What follows belongs to an exercise in optimizing a design on an open flow for small area; a production flow would make more cautious choices. In this exercise RTL edits were held to simulation tests only and were not proved equivalent to the original. Power and IR drop assume default switching activity.

## flow/flow/reopt.ys

```
# Re-map the combinational logic of the standard synthesis netlist.
# Flip-flops are kept as they are (same cells, same instance names).
read_liberty -ignore_miss_func @LIB@
read_verilog @IN@
hierarchy -top cpu
setattr -mod -set keep_hierarchy 1 sky130_fd_sc_hd__df* sky130_fd_sc_hd__edf* sky130_fd_sc_hd__sdf* sky130_fd_sc_hd__dl* sky130_fd_sc_hd__sed*
flatten
opt_clean
abc -script @ABC@ -liberty @LIB@ -dont_use sky130_fd_sc_hd__probe_p_8 -dont_use sky130_fd_sc_hd__probec_p_8 -dont_use sky130_fd_sc_hd__lpflow_*
opt_clean -purge
hilomap -singleton -hicell sky130_fd_sc_hd__conb_1 HI -locell sky130_fd_sc_hd__conb_1 LO
insbuf -buf sky130_fd_sc_hd__buf_4 A X
read_liberty -overwrite -setattr liberty_cell -lib @LIB@
check -assert -mapped
stat -liberty @LIB@
write_verilog -noattr -nohex -nodec @OUT@
```

## flow/constraint.sdc

```tcl
create_clock -name core_clock -period 12.0 [get_ports {clk}]
set_input_delay 2.4000 -clock core_clock [delete_from_list [all_inputs] [get_ports {clk}]]
set_output_delay 2.4000 -clock core_clock [all_outputs]
set_load 0.01 [all_outputs]
```

## flow/flow/run.sh

```bash
#!/bin/bash
# Layout flow: the standard flow, with one extra step after synthesis.
# The standard synthesis (standard.sh synth) is kept as is, registers included;
# only its combinational logic is re-mapped by ABC with an area-oriented script
# (flow/reopt.ys, flow/reopt.abc): two rounds of four runs with different
# seeds in parallel, each keeping the smallest netlist. The standard flow then lays the design out,
# with smaller port buffers and clock buffers.
set -euo pipefail
HERE=$(pwd)
RES=$HERE/orfs/results/$FLOW_PLATFORM/cpu/base
LIB=$FLOW_HOME/platforms/$FLOW_PLATFORM/lib/sky130_fd_sc_hd__tt_025C_1v80.lib
T=150

bash standard.sh synth > synth.log 2>&1

cp "$RES/1_2_yosys.v" "$HERE/std_1_2_yosys.v"

# reopt ROUND INPUT: four seeds in parallel from INPUT, keeping the smallest
reopt() {
    local round=$1 input=$2 seed best="" best_area="" area
    for seed in 1 2 3 4; do
        local tag="r${round}_s${seed}"
        sed -e "s#@T@#$T#g" -e "s#@SEED@#$((seed + 4 * (round - 1)))#g" flow/reopt.abc > "reopt_$tag.abc"
        sed -e "s#@LIB@#$LIB#g" -e "s#@IN@#$input#g" \
            -e "s#@OUT@#$HERE/reopt_$tag.v#g" -e "s#@ABC@#$HERE/reopt_$tag.abc#g" \
            flow/reopt.ys > "reopt_$tag.ys"
        yosys -s "reopt_$tag.ys" > "reopt_yosys_$tag.log" 2>&1 &
    done
    wait
    for seed in 1 2 3 4; do
        local tag="r${round}_s${seed}"
        area=$(grep -i "chip area" "reopt_yosys_$tag.log" | tail -1 | awk '{print $NF}')
        echo "round $round seed $seed: $area" >> reopt_areas.log
        if [[ -n "$area" && -s "reopt_$tag.v" ]]; then
            if [[ -z "$best" ]] || awk "BEGIN{exit !($area < $best_area)}"; then
                best=$tag; best_area=$area
            fi
        fi
    done
    echo "round $round best: $best, $best_area" >> reopt_areas.log
    cp "reopt_$best.v" "reopt_round$round.v"
}

reopt 1 "$HERE/std_1_2_yosys.v"
reopt 2 "$HERE/reopt_round1.v"
r1=$(grep "round 1 best" reopt_areas.log | awk '{print $NF}')
r2=$(grep "round 2 best" reopt_areas.log | awk '{print $NF}')
if awk "BEGIN{exit !($r2 < $r1)}"; then final=reopt_round2.v; else final=reopt_round1.v; fi
echo "final: $final" >> reopt_areas.log

cp "$HERE/$final" "$RES/1_2_yosys.v"
rm -f "$RES/1_synth.odb" "$RES/1_synth.sdc"
# Port buffers: the smallest buffer cell instead of the default delay cell.
# Clock tree: small clock buffers and no dummy loads.
bash standard.sh \
    BUFFER_PORTS_ARGS="-buffer_cell sky130_fd_sc_hd__buf_1" \
    CTS_ARGS="-sink_clustering_enable -repair_clock_nets -buf_list sky130_fd_sc_hd__clkbuf_8 -dont_use_dummy_load" \
    finish > finish.log 2>&1
```

## flow/standard.sh

```bash
#!/bin/bash
# synth_recipe.tcl (not shown) runs the flow's synth.tcl, then flattens the netlist and writes it again
# the make line also repeats each setting of config.mk as NAME=value (left out here)
make -C /OpenROAD-flow-scripts/flow DESIGN_CONFIG=/design/flow/config.mk WORK_HOME=/design/flow/orfs CLKGATE_MAP_FILE= SYNTH_SCRIPT=/design/flow/synth_recipe.tcl "${@:-finish}"
```

## flow/design.v

```verilog
module cpu (
    input  logic clk,
    input  logic cpu_en,
    input  logic reset,
    output logic [15:0] mem_addr,
    input  logic [7:0] mem_rdata,
    output logic [7:0] mem_wdata,
    output logic mem_read,
    output logic mem_write,
    input  logic nmi,
    input  logic irq
);
    localparam logic [3:0] S0 = 4'd0, S1 = 4'd1, S2 = 4'd2, S3 = 4'd3,
                           S4 = 4'd4, S5 = 4'd5, S6 = 4'd6, MOD = 4'd7,
                           SI1 = 4'd8, SI2 = 4'd9, SI3 = 4'd10,
                           SI4 = 4'd11, SI5 = 4'd12, SI6 = 4'd13, WR = 4'd14;
    localparam logic [3:0] P1 = S3, IXA = S3, P2 = S4, FIX = S5, EA = S6;
    logic [3:0] state, next_state;
    logic [7:0] a, x, y, s, op, al, ah, data, pcl, pch;
    logic p_c, p_z, p_i, p_d, p_b, p_v, p_n;
    logic [7:0] p;
    logic vsel;        
    logic reset_flg, nmi_flg, brk_flg, nmi_prev;
    assign p = {p_n, p_v, 1'b1, p_b, p_d, p_i, p_z, p_c};
    wire [7:0] rd = mem_rdata;
    wire c_nop    = (op == 8'hEA);
    wire c_flag   = (op[4:0] == 5'b11000) && (op[7:5] != 3'b100);
    wire c_inxy   = ({op[7:6], op[4:0]} == 7'b1101000);
    wire c_dex    = (op == 8'hCA);
    wire c_dey    = (op == 8'h88);
    wire c_taxy   = ({op[7:2], op[0]} == 7'b1010100);
    wire c_txas   = ({op[7:5], op[3:0]} == 7'b1001010);
    wire c_tya    = (op == 8'h98);
    wire c_tsx    = (op == 8'hBA);
    wire c_stk    = ({op[7], op[4:0]} == 6'b001000);
    wire c_br     = (op[4:0] == 5'b10000);
    wire c_bit    = ({op[7:4], op[2:0]} == 7'b0010100);
    wire c_jmp    = ({op[7:6], op[4:0]} == 7'b0101100);
    wire c_jsr    = (op == 8'h20);
    wire c_rt     = ({op[7:6], op[4:0]} == 7'b0100000);
    wire c_brk    = (op == 8'h00);
    wire c_lda    = (op[1:0] == 2'b01);
    wire c_sh     = ({op[7], op[1:0]} == 3'b010);
    wire c_incdec = ({op[7:6], op[2:0]} == 5'b11110);
    wire c_cpxy   = ({op[7:6], op[4], op[1:0]} == 5'b11000) && !c_inxy;
    wire c_stxy   = ({op[7:5], op[2], op[0]} == 5'b10010);
    wire c_ldxy   = ({op[7:5], op[0]} == 4'b1010) && !c_taxy && !c_tsx && !c_br && !c_flag;
    logic lo_al, lo_s, lo_vec;       
    logic hi_ah, hi_zero, hi_pc;     
    logic sa_a, sa_x, sa_y, sa_s, sa_p, sa_pch, sa_pcl, sa_data;
    logic sb_ah, sb_al, sb_rd;
    logic f_inv, f_cin1, f_cinc, f_and, f_or, f_xor, f_shl, f_shr, f_bit;
    logic we_a, we_x, we_y, we_s, s_inc, s_dec;
    logic we_al, we_ah, ah_rd, we_pcl, we_pch, pch_rd, pc_inc, we_op;
    logic we_vec, vec_next;
    logic nz_w, c_w, v_w, p_load, we_i, we_d, we_b, i_val;
    logic flag_c, flag_v;
    logic brk_set, brk_clear, intflg_clear;
    wire int_pend = nmi_flg | (irq & ~p_i);
    wire abort = brk_flg & (nmi_flg | irq);
    logic alu_c;
    always_comb begin
        next_state = S0;
        mem_read = 1'b0; mem_write = 1'b0;
        lo_al = 1'b0; lo_s = 1'b0; lo_vec = 1'b0;
        hi_ah = 1'b0; hi_zero = 1'b0; hi_pc = 1'b0;
        sa_a = 1'b0; sa_x = 1'b0; sa_y = 1'b0; sa_s = 1'b0; sa_p = 1'b0;
        sa_pch = 1'b0; sa_pcl = 1'b0; sa_data = 1'b0;
        sb_ah = 1'b0; sb_al = 1'b0; sb_rd = 1'b0;
        f_inv = 1'b0; f_cin1 = 1'b0; f_cinc = 1'b0;
        f_and = 1'b0; f_or = 1'b0; f_xor = 1'b0; f_shl = 1'b0; f_shr = 1'b0; f_bit = 1'b0;
        we_a = 1'b0; we_x = 1'b0; we_y = 1'b0; we_s = 1'b0; s_inc = 1'b0; s_dec = 1'b0;
        we_al = 1'b0; we_ah = 1'b0; ah_rd = 1'b0;
        we_pcl = 1'b0; we_pch = 1'b0; pch_rd = 1'b0; pc_inc = 1'b0; we_op = 1'b0;
        we_vec = 1'b0; vec_next = 1'b0;
        nz_w = 1'b0; c_w = 1'b0; v_w = 1'b0; p_load = 1'b0;
        we_i = 1'b0; we_d = 1'b0; we_b = 1'b0; i_val = op[5];
        flag_c = 1'b0; flag_v = 1'b0;
        brk_set = 1'b0; brk_clear = 1'b0; intflg_clear = 1'b0;
        case (state)
        S0: begin
            if (int_pend) begin
                we_vec = 1'b1;
                vec_next = nmi_flg;
                we_b = 1'b1;
                next_state = SI1;
            end else begin
                mem_read = 1'b1; hi_pc = 1'b1;
                we_op = 1'b1; pc_inc = 1'b1;
                next_state = S1;
            end
        end
        SI1: begin
            if (abort) brk_clear = 1'b1;
            else next_state = SI2;
        end
        SI2, SI3: begin
            lo_s = 1'b1;
            sa_pch = (state == SI2); sa_pcl = (state == SI3);
            mem_write = ~reset_flg;
            s_dec = 1'b1;
            if (abort) brk_clear = 1'b1;
            else next_state = (state == SI2) ? SI3 : SI4;
        end
        SI4: begin
            lo_s = 1'b1; sa_p = 1'b1;
            mem_write = ~reset_flg;
            s_dec = 1'b1;
            next_state = SI5;
        end
        SI5: begin
            mem_read = 1'b1; lo_vec = 1'b1;
            sb_rd = 1'b1; we_pcl = 1'b1;
            next_state = SI6;
        end
        SI6: begin
            mem_read = 1'b1; lo_vec = 1'b1;
            we_pch = 1'b1; pch_rd = 1'b1;
            we_i = 1'b1; i_val = 1'b1;
            brk_clear = 1'b1; intflg_clear = 1'b1;
        end
        S1: begin
            we_al = 1'b1; sb_rd = 1'b1;
            hi_pc = 1'b1;
            if (c_flag) begin
                c_w = (op[7:6] == 2'b00); flag_c = 1'b1;
                we_i = (op[7:6] == 2'b01);
                we_d = (op[7:6] == 2'b11);
                v_w = (op[7:6] == 2'b10); flag_v = 1'b1;
            end else if (c_inxy) begin
                sb_rd = 1'b0;
                sa_x = op[5]; sa_y = ~op[5]; f_cin1 = 1'b1;
                we_x = op[5]; we_y = ~op[5]; nz_w = 1'b1;
            end else if (c_dex | c_dey) begin
                sb_rd = 1'b0;
                sa_x = c_dex; sa_y = c_dey; f_inv = 1'b1;
                we_x = c_dex; we_y = c_dey; nz_w = 1'b1;
            end else if (c_taxy) begin
                sb_rd = 1'b0;
                sa_a = 1'b1;
                we_x = op[1]; we_y = ~op[1]; nz_w = 1'b1;
            end else if (c_txas) begin
                sb_rd = 1'b0;
                sa_x = 1'b1;
                we_a = ~op[4]; we_s = op[4]; nz_w = ~op[4];
            end else if (c_tya) begin
                sb_rd = 1'b0;
                sa_y = 1'b1; we_a = 1'b1; nz_w = 1'b1;
            end else if (c_tsx) begin
                sb_rd = 1'b0;
                sa_s = 1'b1; we_x = 1'b1; nz_w = 1'b1;
            end else if (c_stk | c_rt) begin
                next_state = S2;
            end else if (c_br) begin
                mem_read = 1'b1; pc_inc = 1'b1;
                case (op[7:6])
                    2'b00: next_state = (p_n == op[5]) ? S2 : S0;
                    2'b01: next_state = (p_v == op[5]) ? S2 : S0;
                    2'b10: next_state = (p_c == op[5]) ? S2 : S0;
                    default: next_state = (p_z == op[5]) ? S2 : S0;
                endcase
            end else if (c_bit) begin
                mem_read = 1'b1; pc_inc = 1'b1;
                next_state = op[3] ? S2 : EA;
            end else if (c_jmp | c_jsr) begin
                mem_read = 1'b1; pc_inc = 1'b1;
                next_state = S2;
            end else if (c_brk) begin
                if (~p_i) begin
                    we_b = 1'b1; brk_set = 1'b1;
                    we_vec = 1'b1;
                    pc_inc = 1'b1;
                    next_state = SI2;
                end
            end else if (c_lda) begin
                mem_read = 1'b1; pc_inc = 1'b1;
                if (op[4:2] == 3'b010) begin
                    sa_a = (op[7:6] != 2'b10);
                    we_a = ({op[7], op[5]} != 2'b10);
                    case (op[7:5])
                        3'b000: f_or = 1'b1;
                        3'b001: f_and = 1'b1;
                        3'b010: f_xor = 1'b1;
                        3'b011: f_cinc = 1'b1;
                        3'b110: begin f_inv = 1'b1; f_cin1 = 1'b1; end
                        3'b111: begin f_inv = 1'b1; f_cinc = 1'b1; end
                        default: ;
                    endcase
                    nz_w = 1'b1;
                    c_w = (op[7:5] == 3'b011) | (op[7:6] == 2'b11);
                    v_w = (op[6:5] == 2'b11);
                end else if (op[4:2] == 3'b001) begin
                    next_state = EA;
                end else if (op[4:2] == 3'b100) begin
                    next_state = P1;
                end else begin
                    next_state = S2;
                end
            end else if (c_sh) begin
                mem_read = 1'b1;
                if (op[4:2] == 3'b010) begin
                    sb_rd = 1'b0;
                    sa_a = 1'b1; f_shl = ~op[6]; f_shr = op[6]; f_cinc = op[5];
                    we_a = 1'b1; nz_w = 1'b1; c_w = 1'b1;
                end else begin
                    pc_inc = 1'b1;
                    next_state = (op[4:3] == 2'b00) ? EA : S2;
                end
            end else if (c_incdec) begin
                mem_read = 1'b1; pc_inc = 1'b1;
                next_state = (op[4:3] == 2'b00) ? EA : S2;
            end else if (c_cpxy) begin
                mem_read = 1'b1; pc_inc = 1'b1;
                if (~op[2]) begin
                    sa_x = op[5]; sa_y = ~op[5]; f_inv = 1'b1; f_cin1 = 1'b1;
                    nz_w = 1'b1; c_w = 1'b1;
                end else begin
                    next_state = op[3] ? S2 : EA;
                end
            end else if (c_stxy) begin
                mem_read = 1'b1; pc_inc = 1'b1;
                case (op[4:3])
                    2'b00: next_state = EA;
                    2'b01: next_state = S2;
                    2'b10: next_state = IXA;
                    default: ;
                endcase
            end else if (c_ldxy) begin
                mem_read = 1'b1; pc_inc = 1'b1;
                if (op[4:2] == 3'b000) begin
                    we_x = op[1]; we_y = ~op[1]; nz_w = 1'b1;
                end else begin
                    next_state = (op[4:2] == 3'b001) ? EA : S2;
                end
            end
        end
        S2: begin
            we_ah = 1'b1; ah_rd = 1'b1;
            hi_pc = 1'b1;
            if (c_stk) begin
                if (op[5]) begin
                    s_inc = 1'b1;
                    next_state = S3;
                end else begin
                    lo_s = 1'b1;
                    sa_a = op[6]; sa_p = ~op[6];
                    mem_write = 1'b1;
                    s_dec = 1'b1;
                end
            end else if (c_br) begin
                sa_pcl = 1'b1; sb_al = 1'b1; we_pcl = 1'b1;
                if ((pcl[7] == alu_c) & (al[7] != alu_c))
                    next_state = alu_c ? S3 : S4;
            end else if (c_jmp) begin
                mem_read = 1'b1;
                we_pch = 1'b1; pch_rd = 1'b1;
                sb_al = 1'b1; we_pcl = 1'b1;
                next_state = op[5] ? S3 : S0;
            end else if (c_jsr) begin
                next_state = S3;
            end else if (c_rt) begin
                s_inc = 1'b1;
                next_state = op[5] ? S4 : S3;
            end else if (c_bit | c_cpxy | c_stxy) begin
                mem_read = 1'b1; pc_inc = 1'b1;
                next_state = EA;
            end else if (c_lda) begin
                mem_read = 1'b1; pc_inc = op[3];
                sa_y = (op[4:2] == 3'b110); sa_x = (op[4:2] != 3'b110);
                sb_al = 1'b1; we_al = (op[4:2] != 3'b011);
                if (op[4:3] == 2'b00) next_state = P1;
                else if ((op[4:3] == 2'b11) & alu_c) next_state = FIX;
                else next_state = EA;
            end else if (c_sh | c_incdec) begin
                mem_read = 1'b1; pc_inc = op[3];
                sa_x = 1'b1; sb_al = 1'b1; we_al = op[4];
                next_state = ((op[4:2] == 3'b111) & alu_c) ? FIX : EA;
            end else if (c_ldxy) begin
                mem_read = 1'b1; pc_inc = op[3];
                sa_y = op[1]; sa_x = ~op[1];
                sb_al = 1'b1; we_al = op[4];
                next_state = ((op[4:2] == 3'b111) & alu_c) ? FIX : EA;
            end
        end
        S3: begin    
            if (c_stk) begin
                mem_read = 1'b1; lo_s = 1'b1;
                sb_rd = 1'b1;
                we_a = op[6]; nz_w = op[6];
                p_load = ~op[6];
            end else if (c_br) begin
                sa_pch = 1'b1; f_cin1 = 1'b1; we_pch = 1'b1;
            end else if (c_jmp) begin
                mem_read = 1'b1; lo_al = 1'b1; hi_ah = 1'b1;
                sb_rd = 1'b1;
                pc_inc = 1'b1;
                next_state = S4;
            end else if (c_jsr) begin
                lo_s = 1'b1; sa_pch = 1'b1; mem_write = 1'b1; s_dec = 1'b1;
                next_state = S4;
            end else if (c_rt) begin
                mem_read = 1'b1; lo_s = 1'b1;
                sb_rd = 1'b1; p_load = 1'b1; s_inc = 1'b1;
                next_state = S4;
            end else if (c_lda) begin
                mem_read = 1'b1; lo_al = 1'b1;
                we_ah = 1'b1; ah_rd = 1'b1;
                sb_al = 1'b1; f_cin1 = 1'b1; we_al = 1'b1;
                next_state = P2;
            end else if (c_stxy) begin
                sa_y = op[1]; sa_x = ~op[1]; sb_al = 1'b1; we_al = 1'b1;
                next_state = EA;
            end
        end
        S4: begin    
            if (c_br) begin
                sa_pch = 1'b1; f_inv = 1'b1; we_pch = 1'b1;
            end else if (c_jmp) begin
                mem_read = 1'b1; hi_ah = 1'b1;
                we_pch = 1'b1; pch_rd = 1'b1;
                sa_data = 1'b1; we_pcl = 1'b1;
            end else if (c_jsr) begin
                lo_s = 1'b1; sa_pcl = 1'b1; mem_write = 1'b1; s_dec = 1'b1;
                next_state = S5;
            end else if (c_rt) begin
                mem_read = 1'b1; lo_s = 1'b1;
                sb_rd = 1'b1; we_pcl = 1'b1; s_inc = 1'b1;
                next_state = S5;
            end else if (c_lda) begin
                mem_read = 1'b1; lo_al = 1'b1;
                we_ah = 1'b1; ah_rd = 1'b1;
                sb_ah = 1'b1; sa_y = op[4]; we_al = 1'b1;
                next_state = alu_c ? FIX : EA;
            end
        end
        S5: begin    
            if (c_jsr) begin
                mem_read = 1'b1; hi_pc = 1'b1;
                we_pch = 1'b1; pch_rd = 1'b1;
                sb_al = 1'b1; we_pcl = 1'b1;
            end else if (c_rt) begin
                mem_read = 1'b1; lo_s = 1'b1;
                we_pch = 1'b1; pch_rd = 1'b1;
                next_state = op[5] ? S6 : S0;
            end else begin
                sb_ah = 1'b1; f_cin1 = 1'b1; we_ah = 1'b1;
                next_state = EA;
            end
        end
        S6: begin    
            lo_al = 1'b1;
            hi_ah = op[3] | (~op[2] & op[0]);
            if (c_rt) begin
                pc_inc = 1'b1;
            end else if (c_lda) begin
                mem_write = (op[7:5] == 3'b100);
                mem_read = (op[7:5] != 3'b100);
                sa_a = (op[7:5] != 3'b101);
                sb_rd = (op[7:5] != 3'b100);
                we_a = ({op[7], op[5]} != 2'b10);
                case (op[7:5])
                    3'b000: f_or = 1'b1;
                    3'b001: f_and = 1'b1;
                    3'b010: f_xor = 1'b1;
                    3'b011: f_cinc = 1'b1;
                    3'b110: begin f_inv = 1'b1; f_cin1 = 1'b1; end
                    3'b111: begin f_inv = 1'b1; f_cinc = 1'b1; end
                    default: ;
                endcase
                nz_w = (op[7:5] != 3'b100);
                c_w = (op[7:5] == 3'b011) | (op[7:6] == 2'b11);
                v_w = (op[6:5] == 2'b11);
            end else if (c_bit) begin
                mem_read = 1'b1;
                sa_a = 1'b1; sb_rd = 1'b1; f_and = 1'b1; f_bit = 1'b1;
                nz_w = 1'b1; v_w = 1'b1;
            end else if (c_sh | c_incdec) begin
                mem_read = 1'b1;
                sb_rd = 1'b1;
                next_state = MOD;
            end else if (c_cpxy) begin
                mem_read = 1'b1;
                sa_x = op[5]; sa_y = ~op[5]; sb_rd = 1'b1;
                f_inv = 1'b1; f_cin1 = 1'b1;
                nz_w = 1'b1; c_w = 1'b1;
            end else if (c_stxy) begin
                mem_write = 1'b1;
                sa_x = op[1]; sa_y = ~op[1];
            end else if (c_ldxy) begin
                mem_read = 1'b1;
                sb_rd = 1'b1;
                we_x = op[1]; we_y = ~op[1]; nz_w = 1'b1;
            end
        end
        MOD: begin    
            sa_data = 1'b1;
            if (c_sh) begin
                f_shl = ~op[6]; f_shr = op[6]; f_cinc = op[5];
                c_w = 1'b1;
            end else begin
                f_cin1 = op[5]; f_inv = ~op[5];
            end
            nz_w = 1'b1;
            next_state = WR;
        end
        WR: begin     
            mem_write = 1'b1; lo_al = 1'b1; hi_ah = op[3];
            sa_data = 1'b1;
        end
        default: ;
        endcase
    end
    logic [7:0] alu_a, alu_b, bx, alu_y;
    assign alu_a = ({8{sa_a}} & a) | ({8{sa_x}} & x) | ({8{sa_y}} & y) |
                   ({8{sa_s}} & s) | ({8{sa_p}} & p) | ({8{sa_pch}} & pch) |
                   ({8{sa_pcl}} & pcl) | ({8{sa_data}} & data);
    assign alu_b = ({8{sb_ah}} & ah) | ({8{sb_al}} & al) | ({8{sb_rd}} & rd);
    assign bx = alu_b ^ {8{f_inv}};
    wire cin = f_cin1 | (f_cinc & p_c);
    wire [8:0] sum = {1'b0, alu_a} + {1'b0, bx} + {8'h00, cin};
    wire f_add = ~(f_and | f_or | f_xor | f_shl | f_shr);
    always_comb begin
        alu_y = ({8{f_add}} & sum[7:0]) |
                ({8{f_and}} & (alu_a & alu_b)) |
                ({8{f_or}}  & (alu_a | alu_b)) |
                ({8{f_xor}} & (alu_a ^ alu_b)) |
                ({8{f_shl}} & {alu_a[6:0], f_cinc & p_c}) |
                ({8{f_shr}} & {f_cinc & p_c, alu_a[7:1]});
        alu_c = (f_add & sum[8]) | (f_shl & alu_a[7]) | (f_shr & alu_a[0]);
    end
    wire alu_z = (alu_y == 8'h00);
    wire alu_v = f_bit ? alu_b[6] : ((~(alu_a[7] ^ bx[7])) & (alu_a[7] ^ alu_y[7]));
    wire alu_n = f_bit ? alu_b[7] : alu_y[7];
    always_comb begin
        if (lo_vec) mem_addr = {8'hff, 5'b11111, reset_flg | ~vsel, ~reset_flg, state[0]};
        else if (lo_s) mem_addr = {8'h01, s};
        else begin
            mem_addr[7:0] = lo_al ? al : pcl;
            mem_addr[15:8] = hi_pc ? pch : hi_ah ? ah : 8'h00;
        end
    end
    assign mem_wdata = alu_a;    
    always_ff @(posedge clk) begin
        if (reset) state <= SI1;
        else if (cpu_en) state <= next_state;
    end
    always_ff @(posedge clk) begin
        if (reset) begin
            reset_flg <= 1'b1;
            brk_flg <= 1'b0;
        end else if (cpu_en) begin
            if (intflg_clear) reset_flg <= 1'b0;
            if (brk_clear) brk_flg <= 1'b0;
            else if (brk_set) brk_flg <= 1'b1;
        end
    end
    always_ff @(posedge clk) begin
        if (cpu_en) begin
            nmi_prev <= nmi;
            if (intflg_clear) nmi_flg <= 1'b0;
            else nmi_flg <= nmi_flg | (~nmi_prev & nmi);
        end
    end
    logic [15:0] pc_next;
    logic [16:0] pc_cy;
    wire [15:0] pc = {pch, pcl};
    always_comb begin
        pc_cy[0] = 1'b1;
        for (int i = 0; i < 16; i++) begin
            pc_next[i] = pc[i] ^ pc_cy[i];
            pc_cy[i+1] = pc_cy[i] & pc[i];
        end
    end
    logic [7:0] s_step;
    logic [8:0] s_cy;
    always_comb begin
        s_cy[0] = 1'b1;
        for (int i = 0; i < 8; i++) begin
            s_step[i] = s[i] ^ s_cy[i];
            s_cy[i+1] = s_cy[i] & (s[i] ^ s_dec);
        end
    end
    always_ff @(posedge clk) begin
        if (cpu_en & we_vec) vsel <= vec_next;
    end
    always_ff @(posedge clk) begin
        if (reset) begin
            a <= 8'h00;
            x <= 8'h00;
            y <= 8'h00;
            s <= 8'hfd;
        end else if (cpu_en) begin
            if (we_a) a <= alu_y;
            if (we_x) x <= alu_y;
            if (we_y) y <= alu_y;
            if (we_s) s <= alu_y;
            else if (s_inc | s_dec) s <= s_step;
        end
    end
    always_ff @(posedge clk) begin
        if (cpu_en) begin
            if (we_op) op <= rd;
            if (we_al) al <= alu_y;
            if (we_ah) ah <= ah_rd ? rd : alu_y;
            data <= alu_y;    
            if (pc_inc) {pch, pcl} <= pc_next;
            else begin
                if (we_pcl) pcl <= alu_y;
                if (we_pch) pch <= pch_rd ? rd : alu_y;
            end
        end
    end
    always_ff @(posedge clk) begin
        if (reset) begin
            p_c <= 1'b0;
            p_z <= 1'b0;
            p_d <= 1'b0;
            p_b <= 1'b1;
            p_v <= 1'b0;
            p_n <= 1'b0;
        end else if (cpu_en) begin
            if (p_load) begin
                {p_n, p_v, p_b, p_d, p_z, p_c} <= {alu_y[7:6], alu_y[4:3], alu_y[1:0]};
            end else begin
                if (nz_w) begin
                    p_n <= alu_n;
                    p_z <= alu_z;
                end
                if (c_w) p_c <= flag_c ? op[5] : alu_c;
                if (v_w) p_v <= flag_v ? 1'b0 : alu_v;
                if (we_d) p_d <= op[5];
                if (we_b) p_b <= brk_set;
            end
        end
    end
    always_ff @(posedge clk) begin
        if (cpu_en) begin
            if (p_load) p_i <= alu_y[2];
            else if (we_i) p_i <= i_val;
        end
    end
endmodule
```

## flow/flow/reopt.abc

```
strash
&get -n
&deepsyn -T @T@ -S @SEED@
&put
&get -n
&nf -a -R 1000
&put
topo
```

## flow/config.mk

```make
export PLATFORM = sky130hd
export DESIGN_NAME = cpu
export DESIGN_NICKNAME = cpu
export VERILOG_FILES = /design/flow/design.v
export SDC_FILE = /design/flow/constraint.sdc
export NUM_CORES = 4
export LEC_CHECK = 0
export ABC_AREA = 1
export CAP_MARGIN = 20
export CORE_MARGIN = 2
export CORE_UTILIZATION = 40
export GPL_TIMING_DRIVEN = 0
export SLEW_MARGIN = 20
```

==> impl_metrics.yaml, run 1 <==
status:
  outcome: "no timing/DRC/antenna violations"
clock_tree:
  ctsRootBufferMaster: "clkbuf_8"
  cts_buffer_depth: 2
  holdBufCountCts: 0
  cts.clk_slew.worst_paths_ns: 0.09
  insertion_delay_ns: 0.39
  clkSinkCount: 96
  cts-buffers-inserted: 9
  cts_tree: "done"
  htreeDepth: 3
  postCtsSetupBuffers: 0
  cts_resized: 0
timing:
  hold_viol_final: 0
  hold_ws_ns: 0.471
  setup_violations: 0
  fin_skew_ns: 0.0380
  maxSlewViolCount: 0
  finalCritPeriodShare_pct: 84.2
  slew_headroom_pct: 24.8
  worstMarginPinSlew_ns: 1.13
  period_minus_slack_ns: 10.11
  rsz0062_at_grt: "false"
  tns_ns: 0
  max_freq_mhz: 98.9
detailed_routing:
  drt_wl_total_mm: 25.8
  drt_first_pass_iters: 9
  post_drt_via_cell_ratio: 6.75
  vias: 7031
  ant_nets: 0
  wl_per_cell_um: 24.7
  drc: 0
  drtIter0Drc: 1226
pwr:
  power_frac_clock_pct: 24.0
  p_sw_share_pct: 32.7
  switchingPower_mw: 0.235
  p_leak_nw: 2.30
  power_mw: 0.720
  p_comb_share_pct: 24.0
  powerDensity_nw_per_um2: 104
  p_int_mw: 0.485
  seqPwrFrac_pct: 52.0
  irDropWorstVdd_mv: 0.0561
worst_hold_path:
  hold_path_class: "reg2reg"
placed_design:
  dpl-instance-area_um2: 6820
  place.port_buffers: 38
  dpl.hpwl_mm: 19.5
  gp_congestion: 1.00
finish:
  multiInputGateArea_um2: 3770
  design_area_um2: 6960
  areaGrowthSynthToFinish_pct: 10.2
  drive_above_1_share_pct: 3.49
  fillers: 1592
  regArea_um2: 2440
  fin_util_pct: 45.4
  nets: 845
yosys:
  synth_fp_nets: 786
  syn_inst: 773
  ys_warn_count: 1
  synth_area_um2: 6310
  postSynthAreaPerCell_um2: 8.16
setup_path:
  cpPeakStageDelay_ns: 0.90
  worst_ep_arrival_time_ns: 10.43
  cp_slowest_cell: "nor4_1"
  crit_path_max_fanout: 22
  required_ns: 12.32
  worst-path-buf-inv: 2
  critPathLaunchType: "register"
  criticalPathCategory: "reg2reg"
  r2r_slack_ns: 1.89
  end_kind: "register"
  crit_family: "simple AND/OR/NAND/NOR gates"
grt:
  grt_usage_pct: 30.8
  grt_pass1_wl_mm: 38.9
  grt_pass1_vias: 6290
  grt_max_degree: 33
  grt-ovfl-total: 0
  antenna_found_initial: 1
die:
  die_width_um: 130
  core_um2: 15300
  pin_count: 39
  start_util_pct: 41.2
  die_y_um: 130
  die-area_um2: 16800
  rows: 45
flow_run:
  maxCapViolCount: 0
==> layout make-up <==
class / count / area share (%)
inverters: 38 / 2.05
flip-flops and latches: 96 / 35.1
well taps: 211 / 3.80
repair buffers: 48 / 2.97
clock buffers: 9 / 1.78
multi-input cells: 639 / 54.3
diodes: 1 / 0.0360
==> metal layers <==
metal  up-vias  part of all wire, %  track usage (%)
li1       3101                    -                -
met1      3448                   43             44.3
met2       420                   44             46.6
met3        62                   10             6.52
met4         0                  3.0             9.42
met5         -                    0                0
==> cells in the final DEF, fill, tap and decap left out, types with 14 or more instances in the layout <==
master,n
a21oi_1,60
a221o_1,19
a222oi_1,17
and2_0,15
buf_1,37
clkinv_1,38
dfxtp_1,44
edfxtp_1,52
nand2_1,113
nand3_1,24
nor2_1,85
nor3_1,17
o21ai_0,71
o22ai_1,14
xnor2_1,23
==> power by group through the flow <==
stage | Clock [mW] | Sequential (mW) | Combinational, mW
floorplan | 0 | 0.377 | 0.0986
global placement | 0 | 0.381 | 0.155
detailed placement | 0 | 0.381 | 0.166
CTS | 0.175 | 0.374 | 0.167
global route | 0.186 | 0.376 | 0.184
finish | 0.173 | 0.375 | 0.173
==> per-stage QoR <==
stage,instances,setup slack [ns]
after detailed placement,1032,2.06
after CTS,1041,2.03
after global placement,1022,1.85
after global routing,1041,1.39
after floorplan,773,4.69
final,1042,1.89
==> path summary, 6_finish.rpt <==
path	start	to	cells after the start
max	op[1]	p_z	30
min	a[0]	a[0]	2
max reg2reg	op[1]	p_z	30
min reg2reg	a[0]	a[0]	2
==> worst min-delay path, cell delays in order, from the launching register on <==
cell and delay (ns):
dfxtp_1 0.34, nand2_1 0.05, o21ai_0 0.05
==> flip-flops by register name, indices dropped and copies added, names as in the netlist, 4 cells and up <==
| signal | flops |
|---|---|
| pch | 8 |
| al | 8 |
| state | 4 |
| data | 8 |
| y | 8 |
| a | 8 |
| ah | 8 |
| pcl | 8 |
| op | 8 |
| x | 8 |
| s | 8 |
==> run 2, diff against run 1 <==
--- a/flow/design.v
+++ b/flow/design.v
@@ -21,3 +21,2 @@
     logic [7:0] p;
-    logic vsel;        
     logic reset_flg, nmi_flg, brk_flg, nmi_prev;
@@ -48,3 +47,3 @@
     logic lo_al, lo_s, lo_vec;       
-    logic hi_ah, hi_zero, hi_pc;     
+    logic hi_ah, hi_pc;     
     logic sa_a, sa_x, sa_y, sa_s, sa_p, sa_pch, sa_pcl, sa_data;
@@ -53,4 +52,3 @@
     logic we_a, we_x, we_y, we_s, s_inc, s_dec;
-    logic we_al, we_ah, ah_rd, we_pcl, we_pch, pch_rd, pc_inc, we_op;
-    logic we_vec, vec_next;
+    logic we_al, we_ah, ah_rd, we_pcl, we_pch, pch_rd, pc_inc;
     logic nz_w, c_w, v_w, p_load, we_i, we_d, we_b, i_val;
@@ -65,3 +63,3 @@
         lo_al = 1'b0; lo_s = 1'b0; lo_vec = 1'b0;
-        hi_ah = 1'b0; hi_zero = 1'b0; hi_pc = 1'b0;
+        hi_ah = 1'b0; hi_pc = 1'b0;
         sa_a = 1'b0; sa_x = 1'b0; sa_y = 1'b0; sa_s = 1'b0; sa_p = 1'b0;
@@ -73,4 +71,3 @@
         we_al = 1'b0; we_ah = 1'b0; ah_rd = 1'b0;
-        we_pcl = 1'b0; we_pch = 1'b0; pch_rd = 1'b0; pc_inc = 1'b0; we_op = 1'b0;
-        we_vec = 1'b0; vec_next = 1'b0;
+        we_pcl = 1'b0; we_pch = 1'b0; pch_rd = 1'b0; pc_inc = 1'b0;
         nz_w = 1'b0; c_w = 1'b0; v_w = 1'b0; p_load = 1'b0;
@@ -81,5 +78,4 @@
         S0: begin
+            we_al = 1'b1; f_inv = nmi_flg;
             if (int_pend) begin
-                we_vec = 1'b1;
-                vec_next = nmi_flg;
                 we_b = 1'b1;
@@ -88,3 +84,3 @@
                 mem_read = 1'b1; hi_pc = 1'b1;
-                we_op = 1'b1; pc_inc = 1'b1;
+                pc_inc = 1'b1;
                 next_state = S1;
@@ -93,4 +89,4 @@
         SI1: begin
-            if (abort) brk_clear = 1'b1;
-            else next_state = SI2;
+            we_a = reset_flg; we_x = reset_flg; we_y = reset_flg;
+            next_state = SI2;
         end
@@ -168,5 +164,5 @@
             end else if (c_brk) begin
+                sb_rd = 1'b0;    
                 if (~p_i) begin
                     we_b = 1'b1; brk_set = 1'b1;
-                    we_vec = 1'b1;
                     pc_inc = 1'b1;
@@ -434,3 +430,3 @@
     always_comb begin
-        if (lo_vec) mem_addr = {8'hff, 5'b11111, reset_flg | ~vsel, ~reset_flg, state[0]};
+        if (lo_vec) mem_addr = {8'hff, 5'b11111, reset_flg | ~al[0], ~reset_flg, state[0]};
         else if (lo_s) mem_addr = {8'h01, s};
@@ -483,11 +479,11 @@
     always_ff @(posedge clk) begin
-        if (cpu_en & we_vec) vsel <= vec_next;
-    end
-    always_ff @(posedge clk) begin
         if (reset) begin
-            a <= 8'h00;
-            x <= 8'h00;
-            y <= 8'h00;
             s <= 8'hfd;
         end else if (cpu_en) begin
+            if (we_s) s <= alu_y;
+            else if (s_inc | s_dec) s <= s_step;
+        end
+    end
+    always_ff @(posedge clk) begin
+        if (cpu_en) begin
             if (we_a) a <= alu_y;
@@ -495,4 +491,2 @@
             if (we_y) y <= alu_y;
-            if (we_s) s <= alu_y;
-            else if (s_inc | s_dec) s <= s_step;
         end
@@ -501,3 +495,3 @@
         if (cpu_en) begin
-            if (we_op) op <= rd;
+            if (state == S0) op <= rd;    
             if (we_al) al <= alu_y;
--- a/flow/flow/run.sh
+++ b/flow/flow/run.sh
@@ -4,4 +4,5 @@
 # only its combinational logic is re-mapped by ABC with an area-oriented script
-# (flow/reopt.ys, flow/reopt.abc): two rounds of four runs with different
-# seeds in parallel, each keeping the smallest netlist. The standard flow then lays the design out,
+# (flow/reopt.ys, flow/reopt.abc): five rounds of four runs with different
+# seeds in parallel, each keeping the smallest netlist. The standard flow then
+# lays the design out,
 # with smaller port buffers and clock buffers.
@@ -11,3 +12,3 @@
 LIB=$FLOW_HOME/platforms/$FLOW_PLATFORM/lib/sky130_fd_sc_hd__tt_025C_1v80.lib
-T=150
+T=75
 
@@ -43,10 +44,15 @@
 
-reopt 1 "$HERE/std_1_2_yosys.v"
-reopt 2 "$HERE/reopt_round1.v"
-r1=$(grep "round 1 best" reopt_areas.log | awk '{print $NF}')
-r2=$(grep "round 2 best" reopt_areas.log | awk '{print $NF}')
-if awk "BEGIN{exit !($r2 < $r1)}"; then final=reopt_round2.v; else final=reopt_round1.v; fi
-echo "final: $final" >> reopt_areas.log
+# each round starts from the best netlist so far
+final="$HERE/std_1_2_yosys.v"
+final_area=""
+for round in 1 2 3 4 5; do
+    reopt $round "$final"
+    area=$(grep "round $round best" reopt_areas.log | awk '{print $NF}')
+    if [[ -z "$final_area" ]] || awk "BEGIN{exit !($area < $final_area)}"; then
+        final="$HERE/reopt_round$round.v"; final_area=$area
+    fi
+done
+echo "final: $final $final_area" >> reopt_areas.log
 
-cp "$HERE/$final" "$RES/1_2_yosys.v"
+cp "$final" "$RES/1_2_yosys.v"
 rm -f "$RES/1_synth.odb" "$RES/1_synth.sdc"
==> run 2 against run 1 <==
Against the previous run: power is 1.8% higher; utilization fell by 0.16 points; still clean; synthesized cell count down 4.7%; count of clock-buffer cells in the layout is the same; cell count decreased by 3.9%; largest cell class unchanged; highest routed layer unchanged; sequential power grew 6.7%.
==> impl_metrics.yaml, run 2 <==
finish:
  antenna_cells: 0
  fillers: 1567
  layout.cells.most_common: "nand2_1"
  fin_util_pct: 45.3
  nets: 805
  layout_common_cells: "nand2_1, edfxtp_1, nor2_1, a21oi_1, o21ai_0"
  drive_above_1_share_pct: 2.91
  final-instance-count-excl-fill: 1001
  design_area_um2: 6930
  areaGrowthSynthToFinish_pct: 9.64
grt:
  grt_usage_pct: 30.9
  antenna_found_initial: 0
  grt-ovfl-total: 0
  grt_pass1_wl_mm: 38.4
  grt_max_degree: 27
  grt_pass1_vias: 6294
timing:
  tns_ns: 0
  final.setup.worst_slack_ns: 2.35
  rsz0062_at_grt: "false"
  setup_violations: 0
  period_minus_slack_ns: 9.65
  maxSlewViolCount: 0
  slew_headroom_pct: 28.0
  fin_skew_ns: 0.0388
  worstMarginPinSlew_ns: 1.07
  hold_ws_ns: 0.513
  max_freq_mhz: 104
  finalCritPeriodShare_pct: 80.4
  hold_viol_final: 0
die:
  pin_count: 39
  die_y_um: 130
  die-area_um2: 16800
  rows: 45
  core_um2: 15300
  die_width_um: 130
  start_util_pct: 41.3
pwr:
  powerDensity_nw_per_um2: 106
  seqPwrFrac_pct: 54.6
  irDropWorstVdd_mv: 0.0668
  power_mw: 0.733
  p_int_mw: 0.500
  p_leak_nw: 2.30
  switchingPower_mw: 0.233
  p_sw_share_pct: 31.8
  power_frac_clock_pct: 23.8
  p_comb_share_pct: 21.6
yosys:
  syn_inst: 737
  postSynthAreaPerCell_um2: 8.58
  synth_fp_nets: 750
  ys_warn_count: 1
  synth_area_um2: 6320
clock_tree:
  cts_resized: 0
  holdBufCountCts: 0
  cts.clk_slew.worst_paths_ns: 0.11
  cts_buffer_depth: 2
  ctsRootBufferMaster: "clkbuf_8"
  clkSinkCount: 95
  postCtsSetupBuffers: 0
  cts-buffers-inserted: 9
  htreeDepth: 3
  cts_tree: "done"
  insertion_delay_ns: 0.40
detailed_routing:
  drtIter0Drc: 916
  post_drt_via_cell_ratio: 6.82
  drt_first_pass_iters: 9
  wl_per_cell_um: 25.7
  vias: 6831
  drc: 0
  drt_wl_total_mm: 25.7
  ant_nets: 0
flow_run:
  maxCapViolCount: 0
placed_design:
  dp.cells: 991
  gp_congestion: 0.987
  place.port_buffers: 38
  place_ws_ns: 2.54
  dpl.hpwl_mm: 19.4
  dpl-instance-area_um2: 6800
worst_hold_path:
  hold_path_class: "reg2reg"
  holdCritStartpoint: "p_z"
setup_path:
  crit_path_max_fanout: 24
  worst_ep_arrival_time_ns: 9.88
  crit_path_frequent_cell: "nand2_1"
  criticalPathCategory: "reg2reg"
  cpPeakStageDelay_ns: 0.98
  end_kind: "register"
  worstSetupStartpoint: "op[5]"
  reg2reg_from: "op[5]"
  required_ns: 12.23
  critPathLaunchType: "register"
  cp_slowest_cell: "edfxtp_1"
status:
  outcome: "no timing/DRC/antenna violations"
## run 2: area by class of cell
class                   instances  area [um^2]  area share [%]
flip-flops and latches         95         2650            38.3
inverters                      28          105            1.52
multi-input cells             614         3600            52.0
well taps                     211          264            3.81
repair buffers                 44          184            2.65
clock buffers                   9          124            1.79
## run 2: worst paths after layout
kind | endpoint | slack, ns | depth (start not counted)
worst max register to register | state[1] | 2.35 | 33
worst max-delay path | state[1] | 2.35 | 33
worst min register to register | p_z | 0.51 | 2
worst min-delay path | p_z | 0.51 | 2
## run 2: worst max-delay path, delay by kind of cell (launching register included)
kind	cells	cell delay, ns
AOI/OAI and AO/OA	11	3.00
adders and majority gates	4	1.64
buffers and inverters	1	0.22
DFF	1	0.98
and+or+nand+nor	17	3.64
## run 2: per-layer routing
layer	routed length (um)	GRT usage, %	vias to the layer above	share of wire (%)
met4	1370	14.9	0	5.3
li1	-	-	3001	-
met2	11900	49.5	410	46
met3	1970	4.96	91	7.6
met5	0	0	-	0
met1	10500	40.8	3329	41
## run 2: power groups by stage
stage / clock [mW] / combinational [mW] / sequential (mW)
after CTS: 0.177 / 0.155 / 0.399
after detailed placement: 0 / 0.155 / 0.407
after global routing: 0.189 / 0.170 / 0.402
final: 0.174 / 0.158 / 0.400
after floorplan: 0 / 0.0933 / 0.401
after global placement: 0 / 0.149 / 0.407
==> run 3, diff against run 2 <==
--- a/flow/design.v
+++ b/flow/design.v
@@ -90,2 +90,3 @@
             we_a = reset_flg; we_x = reset_flg; we_y = reset_flg;
+            p_load = reset_flg;
             next_state = SI2;
@@ -507,12 +508,5 @@
     always_ff @(posedge clk) begin
-        if (reset) begin
-            p_c <= 1'b0;
-            p_z <= 1'b0;
-            p_d <= 1'b0;
-            p_b <= 1'b1;
-            p_v <= 1'b0;
-            p_n <= 1'b0;
-        end else if (cpu_en) begin
+        if (cpu_en) begin
             if (p_load) begin
-                {p_n, p_v, p_b, p_d, p_z, p_c} <= {alu_y[7:6], alu_y[4:3], alu_y[1:0]};
+                {p_n, p_v, p_b, p_d, p_z, p_c} <= {alu_y[7:6], alu_y[4] | reset_flg, alu_y[3], alu_y[1:0]};
             end else begin
--- a/flow/flow/run.sh
+++ b/flow/flow/run.sh
@@ -4,3 +4,3 @@
 # only its combinational logic is re-mapped by ABC with an area-oriented script
-# (flow/reopt.ys, flow/reopt.abc): five rounds of four runs with different
+# (flow/reopt.ys, flow/reopt.abc): four rounds of four runs with different
 # seeds in parallel, each keeping the smallest netlist. The standard flow then
@@ -12,3 +12,3 @@
 LIB=$FLOW_HOME/platforms/$FLOW_PLATFORM/lib/sky130_fd_sc_hd__tt_025C_1v80.lib
-T=75
+T=150
 
@@ -47,3 +47,3 @@
 final_area=""
-for round in 1 2 3 4 5; do
+for round in 1 2 3 4; do
     reopt $round "$final"
==> run 3 against run 2 <==
Against the previous run: synthesized area rose by 0.16%; sequential share of layout area is 0.89 points higher; global-route usage is 0.82 points lower; flip-flop and latch count stayed put; via count is 2.1% lower; clock skew up 0.0046 ns.
==> impl_metrics.yaml, run 3 <==
status:
  outcome: "no timing/DRC/antenna violations"
grt:
  grt_max_degree: 22
  met2_usage_pct: 44.8
  busiest_layer: "met2"
  grt_pass1_wl_mm: 37.7
  antenna_found_initial: 0
  met3_usage_pct: 6.07
  grt-ovfl-total: 0
  grt_pass1_vias: 6120
  grt_usage_pct: 30.0
  met1_usage_pct: 44.7
finish:
  areaGrowthSynthToFinish_pct: 9.41
  antenna_cells: 0
  regArea_um2: 2710
  drive_above_1_share_pct: 2.65
  fillers: 1575
  multiInputGateArea_um2: 3520
  layout_common_cells: "nand2_1, nor2_1, edfxtp_1, o21ai_0, a21oi_1"
  nets: 807
  layout.cells.most_common: "nand2_1"
clock_tree:
  cts-buffers-inserted: 9
  ctsRootBufferMaster: "clkbuf_8"
  htreeDepth: 3
  insertion_delay_ns: 0.39
  postCtsSetupBuffers: 0
  cts.clk_slew.worst_paths_ns: 0.08
  clkSinkCount: 95
  cts_resized: 0
  cts_tree: "done"
  holdBufCountCts: 0
  cts_buffer_depth: 2
detailed_routing:
  drc: 0
  ant_nets: 0
  drt_first_pass_iters: 6
  wl_per_cell_um: 24.9
  drtIter0Drc: 1120
  vias: 6686
  drt_wl_total_mm: 25.0
  post_drt_via_cell_ratio: 6.67
timing:
  slew_headroom_pct: 28.4
  period_minus_slack_ns: 9.97
  tns_ns: 0
  max_freq_mhz: 100
  rsz0062_at_grt: "false"
  fin_skew_ns: 0.0434
  setup_violations: 0
  finalCritPeriodShare_pct: 83.1
  worstMarginPinSlew_ns: 1.06
  hold_viol_final: 0
  maxSlewViolCount: 0
die:
  pin_count: 39
  die-area_um2: 16900
  core_um2: 15300
  rows: 45
  die_y_um: 130
  die_width_um: 130
  start_util_pct: 41.3
setup_path:
  worstSetupPathDepth: 42
  critPathLaunchType: "register"
  cpPeakStageDelay_ns: 0.82
  cp_slowest_cell: "edfxtp_1"
  required_ns: 12.20
  crit_path_max_fanout: 16
  ff2ff_path_depth: 42
  crit_family: "simple AND/OR/NAND/NOR gates"
  end_kind: "register"
  worst_ep_arrival_time_ns: 10.16
  criticalPathCategory: "reg2reg"
  worst-path-buf-inv: 3
  crit_path_frequent_cell: "nand2_1"
pwr:
  power_mw: 0.789
  powerDensity_nw_per_um2: 114
  p_leak_nw: 2.29
  irDropWorstVdd_mv: 0.0806
placed_design:
  place.port_buffers: 38
  gp_congestion: 0.981
  dpl.hpwl_mm: 19.0
yosys:
  postSynthAreaPerCell_um2: 8.54
  synth_area_um2: 6330
  ys_warn_count: 1
  synth_fp_nets: 754
  syn_inst: 741
worst_hold_path:
  hold_path_class: "reg2reg"
  hold_depth: 2
flow_run:
  maxCapViolCount: 0
## run 3: final timing paths
check	slack (ns)	start	to
worst min-delay path	0.53	brk_flg	brk_flg
worst max-delay path	2.03	op[1]	state[1]
worst min register to register	0.53	brk_flg	brk_flg
worst max register to register	2.03	op[1]	state[1]
## run 3: tightest hold or removal path, delay by kind of cell, from the launching register on
kind            cells  cell delay (ns)
compound gates      1             0.06
simple gates        1             0.10
flops               1             0.33
## run 3: layer usage
metal,up-vias,part of all wire (%)
li1,2962,-
met1,3196,43
met2,474,43
met3,54,12
met4,0,2.4
met5,-,0
## run 3: cell type report
type / instances / area share [%]
multi-input combinational: 610 / 50.8
sequential: 95 / 39.2
tap: 211 / 3.81
timing repair buffer: 42 / 2.49
inverter: 36 / 1.95
clock buffer: 9 / 1.79
## run 3: power by group
part / internal, mW / leakage (nW) / switching (mW)
registers: 0.401 / 0.874 / 0.0184
logic: 0.0604 / 1.35 / 0.137
clock network: 0.0675 / 0.0647 / 0.105
total: 0.529 / 2.29 / 0.260
## run 3: per-stage QoR
stage	utilization (%)	std cells	hold slack, ns	area, um^2	setup slack, ns
floorplan	-	741	0.471	6330	4.31
global placement	44.0	990	0.485	6740	1.34
detailed placement	44.3	994	0.508	6780	2.42
CTS	45.1	1003	0.525	6910	2.37
global route	45.2	1003	0.560	6930	1.40
finish	45.2	1003	0.531	6930	2.03
==> run 4, diff against run 3 <==
--- a/flow/config.mk
+++ b/flow/config.mk
@@ -8,3 +8,3 @@
 export ABC_AREA = 1
-export CAP_MARGIN = 20
+export CAP_MARGIN = 10
 export CORE_MARGIN = 2
@@ -12,2 +12,2 @@
 export GPL_TIMING_DRIVEN = 0
-export SLEW_MARGIN = 20
+export SLEW_MARGIN = 10
==> run 4 against run 3 <==
Against the previous run: setup slack got worse by 1.0 ns; via count decreased by 1.8%; synthesized area increased by 0.40%; register-to-register slack got worse by 1.0 ns; clock power about the same; first-iteration DRC count decreased by 17%; power increased by 8.1%; count of clock-buffer cells in the layout unchanged; design area increased by 0.43%; non-clock buffer count unchanged; critical path depth decreased by 9; wire length increased by 1.2%.
==> impl_metrics.yaml, run 4 <==
status:
  outcome: "no timing/DRC/antenna violations"
timing:
  slew_headroom_pct: 10.8
  period_minus_slack_ns: 10.99
  hold_viol_final: 0
  max_freq_mhz: 91.0
  setup_violations: 0
  worstMarginPinSlew_ns: 1.33
  finalCritPeriodShare_pct: 91.6
  fin_skew_ns: 0.0227
  rsz0062_at_grt: "false"
  tns_ns: 0
  maxSlewViolCount: 0
finish:
  areaGrowthSynthToFinish_pct: 9.45
  layout_common_cells: "nand2_1, nor2_1, edfxtp_1, a21oi_1, o21ai_0"
  antenna_cells: 0
  nets: 787
  layout.cells.most_common: "nand2_1"
  drive_above_1_share_pct: 2.46
pwr:
  irDropWorstVdd_mv: 0.0642
  seqPwrFrac_pct: 51.2
  p_sw_share_pct: 34.8
  p_int_mw: 0.556
  powerDensity_nw_per_um2: 123
  p_leak_nw: 2.24
  power_frac_clock_pct: 20.5
  switchingPower_mw: 0.297
  power_mw: 0.853
  p_comb_share_pct: 28.3
flow_run:
  maxCapViolCount: 0
setup_path:
  end_kind: "register"
  worst_ep_arrival_time_ns: 11.23
  criticalPathCategory: "reg2reg"
  cpPeakStageDelay_ns: 1.09
  crit_path_frequent_cell: "a21oi_1"
  cp_slowest_cell: "nor3_1"
  required_ns: 12.24
  critPathLaunchType: "register"
  crit_path_max_fanout: 20
yosys:
  syn_inst: 721
  synth_fp_nets: 734
  ys_warn_count: 1
  postSynthAreaPerCell_um2: 8.82
  synth_area_um2: 6360
clock_tree:
  cts-buffers-inserted: 9
  cts_buffer_depth: 2
  clkSinkCount: 95
  cts_tree: "done"
  holdBufCountCts: 0
  cts_resized: 0
  cts.clk_slew.worst_paths_ns: 0.08
  ctsRootBufferMaster: "clkbuf_8"
  insertion_delay_ns: 0.38
  htreeDepth: 3
  postCtsSetupBuffers: 0
detailed_routing:
  vias: 6566
  drtIter0Drc: 930
  post_drt_via_cell_ratio: 6.65
  drc: 0
  ant_nets: 0
  drt_wl_total_mm: 25.3
  drt_first_pass_iters: 9
  wl_per_cell_um: 25.6
grt:
  grt_usage_pct: 30.4
  grt_pass1_wl_mm: 37.6
  grt_max_degree: 38
  grt_pass1_vias: 6050
  antenna_found_initial: 0
  grt-ovfl-total: 0
die:
  die_y_um: 130
  pin_count: 39
  rows: 46
  start_util_pct: 40.5
  die_width_um: 130
  die-area_um2: 16900
  core_um2: 15700
placed_design:
  gp_congestion: 0.974
  dpl.hpwl_mm: 19.0
  place.port_buffers: 38
worst_hold_path:
  hold_path_class: "reg2reg"
-- run 4: cell type report --
cell class	count	area [um^2]
inverters	30	113
fillers	1603	8760
repair buffers	42	179
flip-flops and latches	95	2710
multi-input cells	596	3560
well taps	216	270
clock buffers	9	124
-- run 4: critical path: cells and delay by family, from the launching register on --
kind            cells  cell delay [ns]
compound gates     15             4.56
simple gates       10             2.95
fa+ha+maj           5             1.95
flops               1             0.79
xor+xnor            3             0.60
-- run 4: stage by stage --
step                setup slack (ns)  utilization, %  hold WS (ns)  area, um^2  instances
global route                   0.527            44.3         0.562        6960        988
floorplan                       4.04               -         0.474        6360        721
global placement               0.267            43.1         0.504        6770        975
CTS                             1.33            44.2         0.541        6950        987
detailed placement              1.40            43.5         0.522        6830        978
finish                          1.01            44.3         0.546        6960        988
-- run 4: path summary, 6_finish.rpt --
path	cells past startpoint	startpoint	slack, ns	to
hold / removal	2	x[0]	0.55	s[0]
setup / recovery	33	state[1]	1.01	state[1]
hold reg to reg	2	x[0]	0.55	s[0]
setup reg to reg	33	state[1]	1.01	state[1]
-- run 4: per-layer routing --
metal | part of all wire, % | up-vias | global-route usage [%]
li1 | - | 2913 | -
met1 | 42 | 3174 | 44.0
met2 | 44 | 426 | 45.5
met3 | 11 | 53 | 6.19
met4 | 2.6 | 0 | 10.1
met5 | 0 | - | 0
-- run 4: power groups by stage --
stage | clock network (mW) | logic, mW | registers (mW)
floorplan | 0 | 0.147 | 0.431
global placement | 0 | 0.225 | 0.444
detailed placement | 0 | 0.235 | 0.443
CTS | 0.176 | 0.236 | 0.436
global route | 0.184 | 0.260 | 0.440
finish | 0.175 | 0.242 | 0.437

-- static timing again, ports no longer ideal --
No port has a modelled driver above. Below, the same layouts with a new extraction and two added sets of constraints. Step 1: set_driving_cell puts a clkbuf_16 on clk and a buf_2 on each other input, an assumption about the parent block. Step 2, shift: input delay + t, output delay - t, t = (earliest + latest rising clock arrival at the registers) / 2. This alone moves slack from input paths to output paths. Slacks: no drivers / after step 1 / after step 2; pairs: no drivers / after step 1.
run | t (ns) | setup slack, ns | clock arrival spread, ns
run 1 | 0.405 | 1.891 / 1.891 / 1.891 | 0.038 / 0.038
run 2 | 0.413 | 2.354 / 2.354 / 2.354 | 0.039 / 0.039
run 3 | 0.405 | 2.032 / 2.032 / 2.032 | 0.044 / 0.044
run 4 | 0.410 | 1.006 / 1.006 / 1.006 | 0.023 / 0.022
After both steps every run listed still meets setup and hold.
